Context: an optimization exercise on an open-source flow, tuned for small area and a short achievable clock period. The choices shown serve that exercise and are no tape-out recipe. In this exercise RTL edits were held to simulation tests only and were not proved equivalent to the original.

## flow/design.v (module list and top-level ports; edited modules follow where they fit)
// module fm_mult: 9 lines
// module conv2d: 4770 lines
// module fa3: 4 lines
module conv2d#(
    parameter   CONV_WIDTH      = 'd8 ,
    parameter   CONV_HEIGHT     = 'd8 
)(
    input clk   ,
    input rst_n ,
    input                matrix_vsync ,
    input                matrix_href  ,
    input        [6:0]   matrix_h_cnt       ,
    input        [6:0]   matrix_v_cnt       ,
    input signed [15:0]   conv_bias   ,
    input        [143:0]  fm_data     ,
    input        [143:0]  conv_weight ,
    output reg        [6:0]  conv_h_cnt ,
    output reg        [6:0]  conv_v_cnt ,
    output reg               conv_href  ,
    output reg               conv_vsync ,
    output reg signed [31:0] conv_result
);
  // ...
==> flow/flow/run.sh <==
#!/bin/bash
# The standard layout (standard.sh: standard synthesis, floorplan, place, CTS, route,
# finish), except that the port buffers that buffer_ports inserts are
# sky130_fd_sc_hd__buf_2 instead of the delay buffer it picks by default.
# The full make output goes to standard.log here; ORFS's per-step logs stay in orfs/logs/.
set -uo pipefail
export BUFFER_PORTS_ARGS="-buffer_cell sky130_fd_sc_hd__buf_2"
bash standard.sh > standard.log 2>&1
==> flow/standard.sh <==
#!/bin/bash
# synth_recipe.tcl (not shown) runs the flow's synth.tcl, then flattens the netlist and writes it again
# the make line also repeats each setting of config.mk as NAME=value (left out here)
make -C /OpenROAD-flow-scripts/flow DESIGN_CONFIG=/design/flow/config.mk WORK_HOME=/design/flow/orfs CLKGATE_MAP_FILE= SYNTH_SCRIPT=/design/flow/synth_recipe.tcl "${@:-finish}"
==> flow/config.mk <==
export PLATFORM = sky130hd
export DESIGN_NAME = conv2d
export DESIGN_NICKNAME = conv2d
export VERILOG_FILES = /design/flow/design.v
export SDC_FILE = /design/flow/constraint.sdc
export NUM_CORES = 4
export LEC_CHECK = 0
export CAP_MARGIN = 20
export CORE_MARGIN = 2
export CORE_UTILIZATION = 55
export SETUP_SLACK_MARGIN = 4.6
export SLEW_MARGIN = 20
export SYNTH_HIERARCHICAL = 1
==> flow/constraint.sdc <==
create_clock -name core_clock -period 10.0 [get_ports {clk}]
set_input_delay 2.0000 -clock core_clock [delete_from_list [all_inputs] [get_ports {clk}]]
set_output_delay 2.0000 -clock core_clock [all_outputs]
set_load 0.01 [all_outputs]
==> notes.md, run 1 <==
final setup TNS=0 ps; status=complete, no violations; RSZ-0062 raised after global routing=true; Critical Path RT=10520 ps; clock-cell share of area=0.0247; largest family of logic cells by synthesized area=adder cells; # hold bufs at CTS=0; hold depth=0; Top class by area=multi-input combinational cells; critical path class=reg2reg; Post-DP HPWL=229000 µm; pre-CTS setup slack=3150 ps; storage element area=0.00785 mm²; CP max-delay cell=fa_1; CTS tree=yes; Crit Path Max Fanout=8; Slew @ Worst Pin=1260 ps; final instance area=0.0642 mm²; most frequent cells in the layout=1193 x fa_1, 1007 x xnor2_1, 866 x o22ai_1; number of enable flip-flop cells after synthesis=0; Hold Violations, Final=0; post-cts sizing count=67; non-clk buf share=0.0564; RePlAce Congestion=1.14; Yosys warnings=7; Critical Path Start=cs_c17_2$_DFF_P_; DP Area=0.0611 mm²
==> inputs of run 2 (changes only) <==
--- a/flow/config.mk
+++ b/flow/config.mk
@@ -11,3 +11,4 @@
 export SETUP_SLACK_MARGIN = 4.6
 export SLEW_MARGIN = 20
 export SYNTH_HIERARCHICAL = 1
+export TNS_END_PERCENT = 0
==> run 2 against run 1 <==
  * Final cell count up 0.40%
  * Wire length grew 3.9%
  * Critical path depth fell by 4
  * Register-to-register slack hardly changed
  * Synthesized cell count stayed put
  * Critical endpoint is now cs_c15_9$_DFF_P_
==> notes.md, run 2 <==
# hold bufs at CTS=0 (unchanged); r2r setup slk=4610 ps (was 4600 ps); DRT Pass-1 Iters=8 (was 9); Critical Path RT=10530 ps (was 10520 ps); commonest non-fill, non-tap cell in the layout=fa_1 (unchanged); initial core utilization=0.554 (unchanged); crit end category=flop (unchanged); crit path launch type=primary input (was flop); most frequent cells in the layout=1218 x fa_1, 1005 x xnor2_1, 868 x o22ai_1 (was 1193 x fa_1, 1007 x xnor2_1, 866 x o22ai_1); Core Area=0.105 mm² (unchanged); placed insts=6912 (was 6915); leading area contributor after synthesis=fa_1 (unchanged); reg-to-reg endpoint=conv_result[27]$_DFF_PN0_ (was conv_result[29]$_DFF_PN0_); CTS tree=yes (unchanged); WL/cell=38.5 µm (was 37.2 µm); Hold Violations, Final=0 (unchanged); antenna violations before repair=19 (was 12); critical path class=in2reg (was reg2reg); Synth top area share=0.426 (unchanged); CTS sink cnt=376 (unchanged); top post-synthesis cells by area=fa_1 43%, xnor2_1 15%, dfxtp_1 11%, o22ai_1 9.5%, dfrtp_1 2.7% (unchanged); routed vias/inst=6.78 (was 6.68); Layout Utilization=0.608 (was 0.610); hold depth=0 (unchanged); pre-CTS setup slack=3060 ps (was 3150 ps); footprint of the multi-input gates=0.0487 mm² (about the same); met3 WL post-DR=35200 µm (was 33400 µm); clock-pin slew on the worst setup and hold paths=60 ps (about the same); RePlAce Congestion=1.12 (was 1.14); Synth Instances=5518 (unchanged); maximum root-to-sink buffer count=3 (unchanged); Yosys warnings=7 (unchanged); Synth cell types=58 (unchanged); I/O pins=370 (unchanged); DRC=0 (unchanged); CTS H-tree lvls=2 (unchanged); max reg flops=32 (unchanged); status=complete, no violations (unchanged); Setup-failing EPs final=0 (unchanged); WHS Endpoint=conv_h_cnt[6]$_DFF_PN0_ (was conv_v_cnt[4]$_DFF_PN0_); Syn Std Cell Area=0.0584 mm² (unchanged); fraction of registers with async set/reset=0.170 (unchanged); total track usage=0.504 (was 0.486); # fillers=8665 (was 8920); clk_skew=48.0 ps (was 45.8 ps); Crit Path Max Fanout=18 (was 8); Critical Path Start=conv_weight[103] (was cs_c17_2$_DFF_P_); Reg2Reg Depth=16 (was 15); Avg Inst Size Synth=10.6 µm² (unchanged); Top FF cell, synth=dfxtp_1 (unchanged); Slew @ Worst Pin=1210 ps (was 1260 ps); fin cells=7107 (was 7079); Max Used Layer=met5 (unchanged); Port Buffers=369 (unchanged); Period minus WS final=5470 ps (was 5400 ps); RSZ-0062 raised after global routing=true (unchanged); most numerous cell in the Yosys netlist=fa_1 (unchanged); number of enable flip-flop cells after synthesis=0 (unchanged); first-pass GRT wire length=370000 µm (was 360000 µm); Tcrit/Tclk final=0.547 (was 0.540); Max Cap Viol=0 (unchanged); Reg-to-Reg Start=cs_c4_1$_DFF_P_ (was cs_c17_2$_DFF_P_); post-layout net count=7336 (was 7343); flops & latches, synth=376 (unchanged); Min-Delay Startpoint=conv_h_cnt_r[6]$_DFF_PN0_ (was conv_v_cnt_r[4]$_DFF_PN0_); Rel. slew slack=0.187 (was 0.150); Root Driver=clkbuf_16 (unchanged); storage element area=0.00785 mm² (unchanged); TritonCTS Buffers=45 (unchanged); Post-DRT Antenna Nets=0 (unchanged); row count=119 (unchanged); clock latency on the worst-skew pair=660 ps (was 650 ps); Synth top cells by count=1242 x fa_1, 1007 x xnor2_1, 883 x o22ai_1 (unchanged); final WL=273000 µm (was 263000 µm); die area=0.109 mm² (unchanged); min-delay worst type=reg2reg (unchanged); final setup TNS=0 ps (unchanged); Die Y=330 µm (unchanged); largest net degree at the start of global routing=65 (unchanged); Post-DP HPWL=237000 µm (was 229000 µm); WL met2=113000 µm (was 110000 µm); Slew Limit Fails=0 (unchanged); vias in the first global route=47100 (was 46500); Die W=330 µm (unchanged); 1st-iter DRT viols=6820 (was 6250); via count=48200 (was 47300); Routed met1 length=97800 µm (was 93400 µm); WP data arrival=6000 ps (was 5930 ps); area delta synth->final=9.74% (was 9.97%); sequential fraction of the synthesis area=0.134 (unchanged); total gr overflow=0 (unchanged); Biggest register=conv_result (unchanged); final worst slack=4530 ps (was 4600 ps); layout cells sized above 1=0.141 (was 0.146); f_max=183 MHz (was 185 MHz)
[run 2: cell counts after synthesis]
Identical to the previous run, type by type.
[run 2: layout make-up]
cell class / instances / area share
diodes: 38 / 0.00148
clock buffers: 58 / 0.0198
clock inverters: 23 / 0.00434
inverters: 163 / 0.0101
multi-input cells: 4513 / 0.761
flip-flops and latches: 376 / 0.123
well taps: 1391 / 0.0272
repair buffers: 545 / 0.0539
[run 2: timing repair]
| item | CTS | global route |
|---|---|---|
| resized for setup | 82 | 68 |
| endpoints found under the hold margin | 0 | 0 |
| pin swaps | 6 | 17 |
| endpoints found under the setup margin | 137 | 74 |
| buffers inserted | 40 | 35 |
| gates cloned | 0 | 1 |
[run 2: critical path, cell delays in order]
cell     delay, ps
buf_2          130
ha_1           210
nor2b_2        100
buf_4          330
xnor2_1        190
o22ai_1        380
fa_1           610
fa_1           510
fa_1           530
fa_1           590
fa_1           400
[run 2: through the flow]
stage / hold slack, ps / area, µm²
after CTS: 348 / 63300
after global routing: 355 / 64000
final: 348 / 64100
after global placement: 331 / 61000
after floorplan: 331 / 58700
after detailed placement: 335 / 61000
[run 2: kinds of logic (layout without fill, tap and decap cells)]
family	after synthesis	in the layout	share of synthesized area
multiplexers	9	9	0.00172
flip-flops	376	376	0.134
AO/OA/AOI/OAI	1391	1391	0.145
AND/OR/NAND/NOR	657	658	0.0592
other	1	40	0.0000642
XOR/XNOR	1083	1083	0.163
buffers and inverters	631	789	0.0434
adder cells (fa/ha/maj)	1370	1370	0.453
[run 2: modules after synthesis (local to each module, per instance)]
| module | cells inside | cell area [µm²] |
|---|---|---|
| conv2d | 4277 | 33500 |
| fa3 | 1 | 20.0 |
[run 2: routing by layer]
| metal | global-route usage | vias to the layer above |
|---|---|---|
| met4 | 0.376 | 8 |
| met5 | 0.000435 | - |
| li1 | - | 19200 |
| met1 | 0.641 | 24400 |
| met3 | 0.162 | 777 |
| met2 | 0.721 | 3690 |
[run 2: worst max-delay path by stage]
stage,to,slack (ps),cells past startpoint
global placement,cs_c18_9$_DFF_P_,3200,10
finish,cs_c15_9$_DFF_P_,4530,11
global route,cs_c15_9$_DFF_P_,4500,9
detailed placement,cs_c18_9$_DFF_P_,3060,10
CTS,cs_c17_9$_DFF_P_,4560,12
floorplan,cs_c18_9$_DFF_P_,4530,11
==> inputs of run 3 (changes only) <==
--- a/flow/config.mk
+++ b/flow/config.mk
@@ -7,8 +7,7 @@
 export LEC_CHECK = 0
 export CAP_MARGIN = 20
 export CORE_MARGIN = 2
-export CORE_UTILIZATION = 55
+export CORE_UTILIZATION = 62
 export SETUP_SLACK_MARGIN = 4.6
 export SLEW_MARGIN = 20
 export SYNTH_HIERARCHICAL = 1
-export TNS_END_PERCENT = 0
==> run 3 against run 2 <==
  * Wire length fell by 0.95%
  * Count of clock-buffer cells in the layout grew 2
  * Highest routed layer unchanged
  * Largest cell class unchanged
==> notes.md, run 3 <==
status=complete, no violations (unchanged); Die Y=311 µm (was 330 µm); Reg2Reg Depth=14 (was 16); Rel. slew slack=0.145 (was 0.187); Top FF cell, synth=dfxtp_1 (unchanged); Post-DP HPWL=225000 µm (was 237000 µm); Setup-failing EPs final=0 (unchanged); area delta synth->final=10.1% (was 9.74%); Layout Utilization=0.689 (was 0.608); Period minus WS final=5470 ps (about the same); Core Area=0.0933 mm² (was 0.105 mm²); Port Buffers=369 (unchanged); Tcrit/Tclk final=0.547 (about the same); DP Area=0.0609 mm² (was 0.0610 mm²); Synth cell types=58 (unchanged); Reg-to-Reg Start=cs_c4_1$_DFF_P_ (unchanged); Die W=311 µm (was 330 µm); routed vias/inst=7.15 (was 6.78); final setup TNS=0 ps (unchanged); Yosys warnings=7 (unchanged); most numerous cell in the Yosys netlist=fa_1 (unchanged); 1st-iter DRT viols=7671 (was 6820); total track usage=0.554 (was 0.504); layout cells sized above 1=0.152 (was 0.141); row count=112 (was 119); DRT Pass-1 Iters=10 (was 8); die area=0.0966 mm² (was 0.109 mm²); crit end category=flop (unchanged); WHS Endpoint=conv_h_cnt[4]$_DFF_PN0_ (was conv_h_cnt[6]$_DFF_PN0_); Avg Inst Size Synth=10.6 µm² (unchanged); Routed met1 length=85500 µm (was 97800 µm); most frequent cells in the layout=1191 x fa_1, 1007 x xnor2_1, 865 x o22ai_1 (was 1218 x fa_1, 1005 x xnor2_1, 868 x o22ai_1); post-layout net count=7365 (was 7336); CTS tree=yes (unchanged); Post-DRT Antenna Nets=0 (unchanged); Crit Path Max Fanout=36 (was 18); Slew @ Worst Pin=1280 ps (was 1210 ps); flops & latches, synth=376 (unchanged); maximum root-to-sink buffer count=3 (unchanged); first-pass GRT wire length=371000 µm (was 370000 µm); max reg flops=32 (unchanged); # fillers=6821 (was 8665); antenna violations before repair=33 (was 19); fraction of registers with async set/reset=0.170 (unchanged); WL/cell=38.8 µm (was 38.5 µm); vias in the first global route=49100 (was 47100); Max Cap Viol=0 (unchanged); Synth top area share=0.426 (unchanged); top post-synthesis cells by area=fa_1 43%, xnor2_1 15%, dfxtp_1 11%, o22ai_1 9.5%, dfrtp_1 2.7% (unchanged); Critical Path RT=10500 ps (was 10530 ps); leading area contributor after synthesis=fa_1 (unchanged); crit path launch type=primary input (unchanged); Biggest register=conv_result (unchanged); clock latency on the worst-skew pair=650 ps (was 660 ps); r2r setup slk=4610 ps (about the same); clk_skew=30.0 ps (was 48.0 ps); hold depth=0 (unchanged); CTS H-tree lvls=2 (unchanged); WL met2=111000 µm (was 113000 µm); WP data arrival=5980 ps (was 6000 ps); Slew Limit Fails=0 (unchanged); final instance area=0.0643 mm² (was 0.0641 mm²); clock-pin slew on the worst setup and hold paths=60 ps (about the same); commonest non-fill, non-tap cell in the layout=fa_1 (unchanged); sequential fraction of the synthesis area=0.134 (unchanged); Synth top cells by count=1242 x fa_1, 1007 x xnor2_1, 883 x o22ai_1 (unchanged); number of enable flip-flop cells after synthesis=0 (unchanged); Root Driver=clkbuf_16 (unchanged); min-delay worst type=reg2reg (unchanged); f_max=183 MHz (about the same); RePlAce Congestion=1.19 (was 1.12); Min-Delay Startpoint=conv_h_cnt_r[4]$_DFF_PN0_ (was conv_h_cnt_r[6]$_DFF_PN0_); largest net degree at the start of global routing=65 (unchanged); critical path class=in2reg (unchanged); Syn Std Cell Area=0.0584 mm² (unchanged); DRC=0 (unchanged); initial core utilization=0.625 (was 0.554); Max Used Layer=met5 (unchanged); final WL=271000 µm (was 273000 µm); CTS sink cnt=376 (unchanged); total gr overflow=0 (unchanged); via count=49900 (was 48200); I/O pins=370 (unchanged); reg-to-reg endpoint=conv_result[29]$_DFF_PN0_ (was conv_result[27]$_DFF_PN0_); TritonCTS Buffers=44 (was 45); # hold bufs at CTS=0 (unchanged); Synth Instances=5518 (unchanged); Hold Violations, Final=0 (unchanged); met3 WL post-DR=42600 µm (was 35200 µm); RSZ-0062 raised after global routing=true (unchanged)
==> run 3: cell counts after synthesis <==
Identical to the previous run, type by type.
==> run 3: final cells by class <==
| type | count | area, µm² | area share |
|---|---|---|---|
| Clock inverter | 18 | 221 | 0.00345 |
| Antenna cell | 23 | 57.6 | 0.000895 |
| Timing Repair inverter | 1 | 5.00 | 0.0000779 |
| Tap cell | 1254 | 1570 | 0.0244 |
| Sequential cell | 376 | 7850 | 0.122 |
| Inverter | 163 | 664 | 0.0103 |
| Multi-Input combinational cell | 4512 | 48800 | 0.760 |
| Clock buffer | 60 | 1280 | 0.0200 |
| Timing Repair Buffer | 575 | 3800 | 0.0592 |
==> run 3: per-module statistics from Yosys, one instance, submodules excluded <==
module	cells	flip-flops and latches
conv2d	4277	376
fa3	1	0
==> run 3: worst max-delay path by stage <==
stage	startpoint	to	slack [ps]
2_1_floorplan	conv_weight[73]	cs_c18_9$_DFF_P_	4540
3_3_place_gp	conv_weight[65]	cs_c18_9$_DFF_P_	3130
3_5_place_dp	conv_weight[65]	cs_c18_9$_DFF_P_	3040
4_1_cts	conv_weight[133]	cs_c18_9$_DFF_P_	4530
5_1_grt	conv_weight[131]	cs_c21_9$_DFF_P_	4520
6_report	conv_weight[49]	cs_c19_9$_DFF_P_	4530
==> run 3: critical path, stage by stage <==
cell	delay, ps
buf_4	310
nor2_1	120
a21oi_2	150
buf_4	240
inv_1	150
o21ai_0	370
fa_1	500
fa_1	490
fa_1	540
fa_1	620
fa_1	440
==> run 3: per-layer routing <==
metal	global-route usage	vias up
li1	-	19200
met1	0.636	24600
met2	0.785	4685
met3	0.246	1334
met4	0.483	18
met5	0.00642	-
==> run 3: logic make-up after synthesis <==
group / share of synthesized area
buf+inv: 0.0434
flops: 0.134
other cells: 0.0000642
xor+xnor: 0.163
fa+ha+maj: 0.453
compound gates: 0.145
mux: 0.00172
simple gates: 0.0592
==> run 3: through the flow <==
step	setup slack, ps	hold WS (ps)	std cells
6_report	4530	350	6982
5_1_grt	4520	355	6969
4_1_cts	4530	349	6910
3_5_place_dp	3040	335	6773
3_3_place_gp	3130	332	6773
2_1_floorplan	4540	331	5519
==> run 3: what timing repair did <==
action	in CTS	in global routing
endpoints found under the hold margin	0	0
setup endpoints to repair	144	74
cloned	0	1
buffers inserted	59	48
gates resized for setup	81	113
pin swaps	6	20
==> inputs of run 4 (changes only) <==
--- a/flow/config.mk
+++ b/flow/config.mk
@@ -7,7 +7,8 @@
 export LEC_CHECK = 0
 export CAP_MARGIN = 20
 export CORE_MARGIN = 2
-export CORE_UTILIZATION = 62
+export CORE_UTILIZATION = 55
+export CTS_BUF_LIST = sky130_fd_sc_hd__clkbuf_4 sky130_fd_sc_hd__clkbuf_8
 export SETUP_SLACK_MARGIN = 4.6
 export SLEW_MARGIN = 20
 export SYNTH_HIERARCHICAL = 1
==> run 4 against run 3 <==
  * Worst setup slack got worse by 24 ps
  * Die area increased by 13%
  * Critical endpoint is now conv_result[29]$_DFF_PN0_
  * Non-clock buffer count shrank 32
  * Design area shrank 0.66%
  * Highest routed layer unchanged
  * Utilization decreased by 8.2 points
  * Count of clock-buffer cells in the layout is 40 higher
==> notes.md, run 4 <==
WL/cell=36.7 µm (was 38.8 µm); initial core utilization=0.554 (was 0.625); crit path launch type=flop (was primary input); Avg Inst Size Synth=10.6 µm² (unchanged); most frequent cells in the layout=1209 x fa_1, 1007 x xnor2_1, 875 x o22ai_1 (was 1191 x fa_1, 1007 x xnor2_1, 865 x o22ai_1); clk_skew=77.3 ps (was 30.0 ps); Post-DP HPWL=229000 µm (was 225000 µm); maximum root-to-sink buffer count=3 (unchanged); min-delay worst type=reg2reg (unchanged); top post-synthesis cells by area=fa_1 43%, xnor2_1 15%, dfxtp_1 11%, o22ai_1 9.5%, dfrtp_1 2.7% (unchanged); via count=47200 (was 49900); fraction of registers with async set/reset=0.170 (unchanged); total gr overflow=0 (unchanged); crit end category=flop (unchanged); WHS Endpoint=conv_v_cnt[4]$_DFF_PN0_ (was conv_h_cnt[4]$_DFF_PN0_); Hold Violations, Final=0 (unchanged); Reg2Reg Depth=15 (was 14); critical path class=reg2reg (was in2reg); largest net degree at the start of global routing=65 (unchanged); sequential fraction of the synthesis area=0.134 (unchanged); # fillers=8964 (was 6821); CTS sink cnt=376 (unchanged); Synth top area share=0.426 (unchanged); leading area contributor after synthesis=fa_1 (unchanged); final worst slack=4500 ps (was 4530 ps); RSZ-0062 raised after global routing=true (unchanged); Slew @ Worst Pin=1300 ps (was 1280 ps); status=complete, no violations (unchanged); Yosys warnings=7 (unchanged); Layout Utilization=0.607 (was 0.689); Crit Path Max Fanout=8 (was 36); CTS H-tree lvls=3 (was 2); post-layout net count=7357 (was 7365); max reg flops=32 (unchanged); f_max=182 MHz (was 183 MHz); Synth top cells by count=1242 x fa_1, 1007 x xnor2_1, 883 x o22ai_1 (unchanged); Syn Std Cell Area=0.0584 mm² (unchanged); flops & latches, synth=376 (unchanged); RePlAce Congestion=1.14 (was 1.19); Die Y=330 µm (was 311 µm); Tcrit/Tclk final=0.550 (was 0.547); Port Buffers=369 (unchanged); final WL=261000 µm (was 271000 µm); Setup-failing EPs final=0 (unchanged); Synth Instances=5518 (unchanged); Root Driver=clkbuf_8 (was clkbuf_16); reg-to-reg endpoint=conv_result[29]$_DFF_PN0_ (unchanged); area delta synth->final=9.39% (was 10.1%); final setup TNS=0 ps (unchanged); CTS tree=yes (unchanged); pre-CTS setup slack=3150 ps (was 3040 ps); Max Cap Viol=0 (unchanged); DRT Pass-1 Iters=6 (was 10); Die W=330 µm (was 311 µm); Biggest register=conv_result (unchanged); antenna violations before repair=16 (was 33); layout cells sized above 1=0.146 (was 0.152); most numerous cell in the Yosys netlist=fa_1 (unchanged); vias in the first global route=46400 (was 49100); WP data arrival=6090 ps (was 5980 ps); Min-Delay Startpoint=conv_v_cnt_r[4]$_DFF_PN0_ (was conv_h_cnt_r[4]$_DFF_PN0_); r2r setup slk=4500 ps (was 4610 ps); 1st-iter DRT viols=6259 (was 7671); clock latency on the worst-skew pair=740 ps (was 650 ps); hold depth=0 (unchanged); Period minus WS final=5500 ps (was 5470 ps); Hold WS=340 ps (was 350 ps); DRC=0 (unchanged); total track usage=0.484 (was 0.554); die area=0.109 mm² (was 0.0966 mm²); commonest non-fill, non-tap cell in the layout=fa_1 (unchanged); row count=119 (was 112); TritonCTS Buffers=69 (was 44); clock-pin slew on the worst setup and hold paths=80 ps (was 60 ps); Core Area=0.105 mm² (was 0.0933 mm²); Rel. slew slack=0.133 (was 0.145); Post-DRT Antenna Nets=0 (unchanged); routed vias/inst=6.63 (was 7.15); first-pass GRT wire length=358000 µm (was 371000 µm); # hold bufs at CTS=0 (unchanged); Critical Path RT=10590 ps (was 10500 ps); Synth cell types=58 (unchanged); Reg-to-Reg Start=cs_c17_0$_DFF_P_ (was cs_c4_1$_DFF_P_); Slew Limit Fails=0 (unchanged); Top FF cell, synth=dfxtp_1 (unchanged); number of enable flip-flop cells after synthesis=0 (unchanged); I/O pins=370 (unchanged)
==> run 4: cell counts after synthesis <==
No cell type changed its count.
==> run 4: modules after synthesis (local to each module, per instance) <==
module  cells inside  flip-flops and latches
conv2d          4277                     376
fa3                1                       0
==> run 4: what timing repair did <==
item	4_1_cts	5_1_grt
pin swaps	4	10
setup endpoints to repair	108	58
resized for setup	58	59
buffers inserted	33	37
==> run 4: layout make-up <==
| cell class | count | area, µm² | share of cell area |
|---|---|---|---|
| multi-input cells | 4512 | 48600 | 0.762 |
| repair buffers | 543 | 3450 | 0.0541 |
| inverters | 163 | 634 | 0.00994 |
| well taps | 1391 | 1740 | 0.0273 |
| clock inverters | 26 | 250 | 0.00392 |
| clock buffers | 100 | 1260 | 0.0197 |
| flip-flops and latches | 376 | 7850 | 0.123 |
| diodes | 11 | 27.5 | 0.000431 |
==> run 4: worst max-delay path: stages (launching register included) <==
cell and delay, ps:
dfxtp_1 330, fa_1 520, fa_1 430, fa_1 430
fa_1 470, fa_2 640, ha_1 270, ha_2 490
and4_2 410, nand2_1 130, nor2_2 280, a311oi_4 120
o31ai_2 90, buf_4 280, mux2_1 340, o2111ai_1 130
==> run 4: kinds of logic (layout without fill, tap and decap cells) <==
group | count (synthesis) | in the layout | share of synthesized area
AOI/OAI and AO/OA | 1391 | 1391 | 0.145
xor gates and xnor gates | 1083 | 1083 | 0.163
adders and majority gates | 1370 | 1370 | 0.453
buffers and inverters | 631 | 832 | 0.0434
DFF | 376 | 376 | 0.134
muxes | 9 | 9 | 0.00172
other | 1 | 13 | 0.0000642
and+or+nand+nor | 657 | 657 | 0.0592
==> run 4: worst max path at each step <==
stage	from	slack (ps)	depth (start not counted)	end
6_report	cs_c17_0$_DFF_P_	4500	15	conv_result[29]$_DFF_PN0_
4_1_cts	cs_c0_2$_DFF_P_	4530	14	conv_result[25]$_DFF_PN0_
2_1_floorplan	conv_weight[73]	4540	11	cs_c18_9$_DFF_P_
3_5_place_dp	conv_weight[65]	3150	10	cs_c18_9$_DFF_P_
3_3_place_gp	conv_weight[65]	3180	10	cs_c18_9$_DFF_P_
5_1_grt	cs_c2_0$_DFF_P_	4510	16	conv_result[25]$_DFF_PN0_
==> run 4: through the flow <==
stage	instance area (µm²)	instances
floorplan	59000	5519
global placement	61100	6915
detailed placement	61100	6915
CTS	63200	7074
global route	63800	7116
finish	63800	7122
==> run 4: metal layers <==
| metal | global-route usage | vias to the layer above | part of all wire |
|---|---|---|---|
| met4 | 0.370 | 14 | 0.10 |
| met1 | 0.608 | 24000 | 0.35 |
| met2 | 0.694 | 3312 | 0.42 |
| met3 | 0.158 | 675 | 0.13 |
| li1 | - | 19200 | - |
| met5 | 0 | - | 0.00037 |

static timing again, ports no longer ideal:
The flow's constraints put no driver on any port. The routed layouts listed below were extracted and timed again, unchanged, in two steps. Step 1: set_driving_cell puts a clkbuf_16 on clk and a buf_2 on each other input, an assumption about the parent block. Step 2, shift: input delay + t, output delay - t, t = (earliest + latest rising clock arrival at the registers) / 2. This alone moves slack from input paths to output paths. a / b / c = ideal ports / drivers / drivers and shift; a / b = the first two.
run	shift t [ns]	slack for setup (ns)	clock arrival spread, ns
run 1	0.690	4.599 / 4.599 / 3.967	0.052 / 0.053
run 2	0.715	4.534 / 4.569 / 3.854	0.048 / 0.048
run 3	0.711	4.527 / 4.583 / 3.872	0.038 / 0.038
run 4	0.772	4.503 / 4.503 / 3.882	0.077 / 0.077
After both steps setup and hold are still met in every run listed. The setup slack of run 2, which loses most, moves by +0.035 ns with the drivers and by -0.680 ns with both steps.
